From an optimization exercise on the open Yosys and OpenROAD flow, aimed at a short achievable clock period and few clock cycles; shortcuts taken in it are not production practice. RTL that was checked went through simulation tests only; none was proved equivalent to the original. Power is estimated from default activity; no workload was simulated.

Setup of job 8421:
// Mips
module Mips(
	input clk,
	input rst,
	output[31:0] imem_addr,
	input[31:0] imem_data,
	output[17:0] SRAM_ADDR,
	output[15:0] SRAM_WDATA,
	input[15:0] SRAM_RDATA,
	output SRAM_WE_N
);
For scale: ~120 I/O pins, about 0.20 sq mm of cells after synthesis.
==> flow/config.mk <==
export PLATFORM = sky130hd
export DESIGN_NAME = Mips
export DESIGN_NICKNAME = Mips
export VERILOG_FILES = /design/flow/design.v
export SDC_FILE = /design/flow/constraint.sdc
export NUM_CORES = 8
export LEC_CHECK = 0
export CAP_MARGIN = 20
export CORE_MARGIN = 2
export CORE_UTILIZATION = 40
export SLEW_MARGIN = 40
==> flow/constraint.sdc <==
create_clock -name core_clock -period 15.0 [get_ports {clk}]
set_input_delay 3.0000 -clock core_clock [delete_from_list [all_inputs] [get_ports {clk}]]
set_output_delay 3.0000 -clock core_clock [all_outputs]
set_load 0.01 [all_outputs]
standard.sh (not shown) runs the stock make flow with config.mk's settings and CLKGATE_MAP_FILE= SYNTH_SCRIPT=/design/flow/synth_recipe.tcl, a recipe that flattens the netlist after the stock synthesis.
==> flow/flow/run.sh <==
#!/bin/bash
# Standard ORFS layout (the standard.sh) with two changes to timing repair:
#  - repair_timing keeps working until the setup slack reaches
#    SETUP_SLACK_MARGIN (10.6 ns below the 15 ns clock);
#  - resizing may pick any drive strength of a cell, not only one of the
#    same width (MATCH_CELL_FOOTPRINT=0; the platform default is 1).
export SETUP_SLACK_MARGIN=10.6
bash standard.sh MATCH_CELL_FOOTPRINT=0 finish > standard.log 2>&1
## Diff of input files: job 6432 against job 8421
-- flow/design.v --
<<< job 8421, line 295
wire eLog = cAnd_E | cOr_E | cNor_E | cXor_E;
wire eLd = ldE && chit;
wire [31:0] xD = isBezD ? 32'd0 : (eA ? rfB : rfA);   
wire [31:0] bxE = subE ? ~Bf : Bf;
wire [31:0] ppE = Af ^ bxE;
>>> job 6432, line 295
wire eLog = cAnd_E | cOr_E | cNor_E | cXor_E;
wire eLd = ldE && chit;
wire [31:0] xD = eA ? rfB : rfA;    
wire [31:0] bxE = subE ? ~Bf : Bf;
wire [31:0] ppE = Af ^ bxE;
<<< job 8421, line 305
wire eqLog = (logE == xD);
wire eqLd = (cdE == xD);
wire eqE = eAdd ? eqAdd : eLog ? eqLog : eqLd;
wire eqR = isBezD ? (rfA == 32'd0) : (rfA == rfB);
wire eqD = bneSame | (useE ? eqE : eqR);
>>> job 6432, line 305
wire eqLog = (logE == xD);
wire eqLd = (cdE == xD);
wire eqE_x = eAdd ? eqAdd : eLog ? eqLog : eqLd;
wire eqAdd0 = (ppE == {ggE[30:0], subE});
wire eqE_0 = eAdd ? eqAdd0 : eLog ? (logE == 32'd0) : (cdE == 32'd0);
wire eqE = isBezD ? eqE_0 : eqE_x;
wire eqR = isBezD ? (rfA == 32'd0) : (rfA == rfB);
wire eqD = bneSame | (useE ? eqE : eqR);
[summary]
Wire length, job 6432 vs job 8421: down by a few percent
Compared with job 8421, met3 wire length in job 6432 decreased by a little under 10%.
Data required time of the critical path (job 6432 over job 8421): decrease, 0.15 ns
Job 6432 completed; timing, DRC and antenna clean
Summary of job 6432 over job 8421: cell area after layout saw a decrease, filler-free cell count of the finished design went down by 201.
No functional check of the RTL was part of any run of this note.

* * *

Setup of run E:
Another version of the RTL of Mips (not shown whole).
For scale: about 14000 cells after synthesis, about 4300 flip-flops, roughly 120 I/O pins, ~200000 µm² of cells after synthesis.
==> flow/config.mk <==
export PLATFORM = sky130hd
export DESIGN_NAME = Mips
export DESIGN_NICKNAME = Mips
export VERILOG_FILES = /design/flow/design.v
export SDC_FILE = /design/flow/constraint.sdc
export NUM_CORES = 8
export LEC_CHECK = 0
export CAP_MARGIN = 20
export CORE_MARGIN = 2
export CORE_UTILIZATION = 40
export SLEW_MARGIN = 40
==> flow/constraint.sdc <==
create_clock -name core_clock -period 15.0 [get_ports {clk}]
set_input_delay 3.0000 -clock core_clock [delete_from_list [all_inputs] [get_ports {clk}]]
set_output_delay 3.0000 -clock core_clock [all_outputs]
set_load 0.01 [all_outputs]
==> flow/flow/run.sh <==
#!/bin/bash
# Standard ORFS layout (the standard.sh), with timing repair aimed well
# below the 15 ns clock: repair_timing keeps working until the setup slack
# reaches SETUP_SLACK_MARGIN (10.6 ns below the 15 ns clock).
export SETUP_SLACK_MARGIN=10.6
bash standard.sh > standard.log 2>&1
Here is what was changed in the inputs of run D compared with run E.
--- a/flow/design.v
+++ b/flow/design.v
@@ -6,24 +6,25 @@
 	output[17:0] SRAM_ADDR,
 	output[15:0] SRAM_WDATA,
 	input[15:0] SRAM_RDATA,
 	output SRAM_WE_N
 );
 localparam CIB = 4;               
 localparam NCS = 1 << CIB;        
 localparam CTB = 16 - CIB;        
 localparam SBB = 2;               
 localparam SBD = 1 << SBB;        
 localparam [1:0] S_IDLE = 2'd0, S_ISSHI = 2'd1, S_CAPLO = 2'd2, S_CAPHI = 2'd3;
 reg [31:0] pcf;
+reg [31:0] ia_q;          
 reg [15:0] btb_v;
 reg [25:0] btb_tag [0:15];
 reg [29:0] btb_tgt [0:15];
 reg [2:0]  btb_ctr [0:15];
 reg [7:0]  btb_dif [0:15];
 reg [15:0] btb_xn;
 reg        v2;
 reg [31:0] pc2, seq2;
 reg [21:0] seq2_p1, seq2_m1;    
 reg        bh2, pt2;
 reg [2:0]  bc2;
 reg        vS;
@@ -88,25 +89,25 @@
 reg [15:0] waW;
 reg [NCS-1:0]     cval;
 reg [NCS*CTB-1:0] ctagF;
 reg [NCS*32-1:0]  cdatF;
 reg [15:0] sb_a [0:SBD-1];
 reg [31:0] sb_d [0:SBD-1];
 reg [SBB-1:0] sb_h, sb_t;
 reg [SBB:0]   sb_n;
 reg        sb_ph;
 reg [17:0] sa;
 reg [15:0] sw;
 reg        swe_n;
-assign imem_addr = pcf;
+assign imem_addr = ia_q;
 assign SRAM_ADDR = sa;
 assign SRAM_WDATA = sw;
 assign SRAM_WE_N = swe_n;
 wire [3:0]  fi = pcf[5:2];
 wire        bhit = btb_v[fi] && (btb_tag[fi] == pcf[31:6]);
 wire [2:0]  bctr = btb_ctr[fi];
 wire        bpt = bhit && bctr[2] && !btb_xn[fi];
 wire [31:0] pcf4 = pcf + 32'd4;
 wire [31:0] npc = bpt ? {btb_tgt[fi], 2'b00} : pcf4;
 function [9:0] predec(input [31:0] w);
 	reg [5:0] op;
 	begin
@@ -309,24 +310,26 @@
 wire eqE_0 = eAdd ? eqAdd0 : eLog ? (logE == 32'd0) : (cdE == 32'd0);
 wire eqE = isBezD ? eqE_0 : eqE_x;
 wire eqR = isBezD ? (rfA == 32'd0) : (rfA == rfB);
 wire eqD = bneSame | (useE ? eqE : eqR);
 wire takenD = isBezD ? eqD : !eqD;
 wire resD = brD && goD && !lbHazB && (!useE || eAdd || eLog || eLd);
 wire rdD_fire = vD && isJmpD && !ptD;
 wire mispD = resD && (takenD != ptD);
 assign spec_go = vD && isLdD && !hazD && advE && !p_hi && !p_new;
 wire [31:0] pcf_n = mispD ? (ptD ? seqD : tgtD) :
                     mispE ? redirE : rdD_fire ? tgtD : rdF_fire ? tgtF : fetch_ok ? npc : pcf;
 integer i;
+always @(posedge clk)
+	ia_q <= pcf_n;
 wire [4:0] rsNew = vS ? rsS : rsN;
 wire [4:0] rtNew = vS ? rtS : rtN;
 always @(posedge clk) begin
 	if (advE) begin
 		eA_r <= goD && weD && destD == rsNew;
 		eB_r <= goD && weD && destD == rtNew;
 	end else if (accD) begin
 		eA_r <= vE && weE && destE == rsNew;
 		eB_r <= vE && weE && destE == rtNew;
 	end
 end
 always @(posedge clk or posedge rst) begin
==> comparison <==
Run D reached the end of the flow, and the finished layout is clean on the timing, DRC and antenna checks. Of the two candidates, run E has the worse reported clock group power and run D the better one. Worst-case headroom to the max-slew limit down 6.5 points in run D wrt run E. Est. power | run D vs run E | run D lower. As far as number of instances in the synthesized netlist is concerned, run D and run E perform about the same. On run D: met1 usage in global routing is 0.21 points higher than what run E gave. Diff run E -> run D: antenna diode count shows an increase of about 3.4%, detailed route wirelength on metal3 decreased by 6.3% relative to the old numbers, met2 demand-to-capacity share in global routing shows no meaningful change. | die area | run D vs run E | ≈ equal |. Run D: share of power burned in combinational logic is 2.4 points lower than what run E reported. | utilization | run D vs run E | 0.37 points lower |.
Testbench counts of run D, summed over its fixed seeds: cycles 62,400.
For run E, only the layout was checked, not whether the RTL still works.

* * *

old:
Mips, a different RTL version from the one above (not shown whole).
Size: ~15,000 cells after synthesis, ~210,000 um^2 of cells after synthesis.
Settings: LEC_CHECK=0, CAP_MARGIN=20, CORE_MARGIN=2, CORE_UTILIZATION=40, SLEW_MARGIN=40; clock period 15.0 ns.
Scripts as last shown in full above: flow/flow/run.sh
Setup changes, old to new
diff --git a/flow/design.v b/flow/design.v
--- a/flow/design.v
+++ b/flow/design.v
@@ -300,31 +300,24 @@
 wire useE = (eA || eB) && !bneSame;
 wire lbHazB = lbV && lbWe && (rsD == lbDest || (isBneD && rtD == lbDest));
 wire eAdd = cAdd_E;
 wire eLog = cAnd_E | cOr_E | cNor_E | cXor_E;
 wire eLd = ldE && chit;
 wire [31:0] xD = eA ? rfB : rfA;    
-function sumEq(input [31:0] a, input [31:0] b, input cin, input [31:0] x);
-	reg [31:0] p, cy;
-	begin
-		p = a ^ b;
-		cy = (a & b) | (p & ~x);
-		sumEq = ((p ^ x) == {cy[30:0], cin});
-	end
-endfunction
-wire [31:0] andE = Af & Bf;
-wire [31:0] orE = Af | Bf;
-wire [31:0] xorE = Af ^ Bf;
-wire eqAddX = sumEq(Af, Bf, 1'b0, xD);
-wire eqSubX = sumEq(Af, ~Bf, 1'b1, xD);
-wire eqAdd0 = sumEq(Af, Bf, 1'b0, 32'd0);
-wire eqSub0 = sumEq(Af, ~Bf, 1'b1, 32'd0);
-wire eqLogX = cAnd_E ? (andE == xD) : cOr_E ? (orE == xD) : cNor_E ? (orE == ~xD) : (xorE == xD);
-wire eqLog0 = cAnd_E ? (andE == 32'd0) : cOr_E ? (orE == 32'd0) : cNor_E ? (&orE) : (xorE == 32'd0);
-wire eqE_x = eAdd ? (subE ? eqSubX : eqAddX) : eLog ? eqLogX : (cdE == xD);
-wire eqE_0 = eAdd ? (subE ? eqSub0 : eqAdd0) : eLog ? eqLog0 : (cdE == 32'd0);
+wire [31:0] bxE = subE ? ~Bf : Bf;
+wire [31:0] ppE = Af ^ bxE;
+wire [31:0] ggE = Af & bxE;
+wire [31:0] cyE = ggE | (ppE & ~xD);
+wire eqAdd = ((ppE ^ xD) == {cyE[30:0], subE});
+wire [31:0] logE = ({32{cAnd_E}} & (Af & Bf)) | ({32{cOr_E}} & (Af | Bf)) |
+                   ({32{cNor_E}} & ~(Af | Bf)) | ({32{cXor_E}} & (Af ^ Bf));
+wire eqLog = (logE == xD);
+wire eqLd = (cdE == xD);
+wire eqE_x = eAdd ? eqAdd : eLog ? eqLog : eqLd;
+wire eqAdd0 = (ppE == {ggE[30:0], subE});
+wire eqE_0 = eAdd ? eqAdd0 : eLog ? (logE == 32'd0) : (cdE == 32'd0);
 wire eqE = isBezD ? eqE_0 : eqE_x;
 wire eqR = isBezD ? (rfA == 32'd0) : (rfA == rfB);
 wire eqD = bneSame | (useE ? eqE : eqR);
 wire takenD = isBezD ? eqD : !eqD;
 wire resD = brD && goD && !lbHazB && (!useE || eAdd || eLog || eLd);
 wire rdD_fire = vD && isJmpD && !ptD;
new against old: die area went down 1.3%; combinational logic power now sits higher; overall power consumption moved up; via count went down by 3,370. The largest voltage drop on the vdd net of new exceeds that of old by about 6%. Design area (new over old): decrease, about 1.1%.
Function was not checked in any run of this note: the RTL went through the layout flow alone.

-- separate check: timing with driven ports --
The results above use ideal ports. As a check the final layouts listed here were re-extracted and re-timed, cells and wires unchanged. Step 1 assumes that a clkbuf_16 drives the clock port and a buf_2 every other input. Step 2, shift: input delay + t, output delay - t, t = (earliest + latest rising clock arrival at the registers) / 2. This alone moves slack from input paths to output paths. Slacks: no drivers / after step 1 / after step 2; pairs: no drivers / after step 1.
run | t, ns | setup WS [ns] | latest minus earliest clock arrival (ns)
job 8421 | 1.159 | 10.006 / 9.957 / 8.873 | 0.112 / 0.113
job 6432 | 1.147 | 10.106 / 10.106 / 9.125 | 0.175 / 0.176
run E | 1.162 | 10.003 / 9.902 / 8.743 | 0.087 / 0.087
run D | 1.153 | 10.237 / 10.192 / 9.106 | 0.134 / 0.133
old | 1.136 | 9.606 / 9.606 / 8.702 | 0.130 / 0.130
new | 1.131 | 10.008 / 9.948 / 8.818 | 0.124 / 0.123
After both steps setup and hold are still met in every run listed. For run E, which loses most, drivers alone change the setup slack by -0.101 ns; drivers and shift together by -1.260 ns.
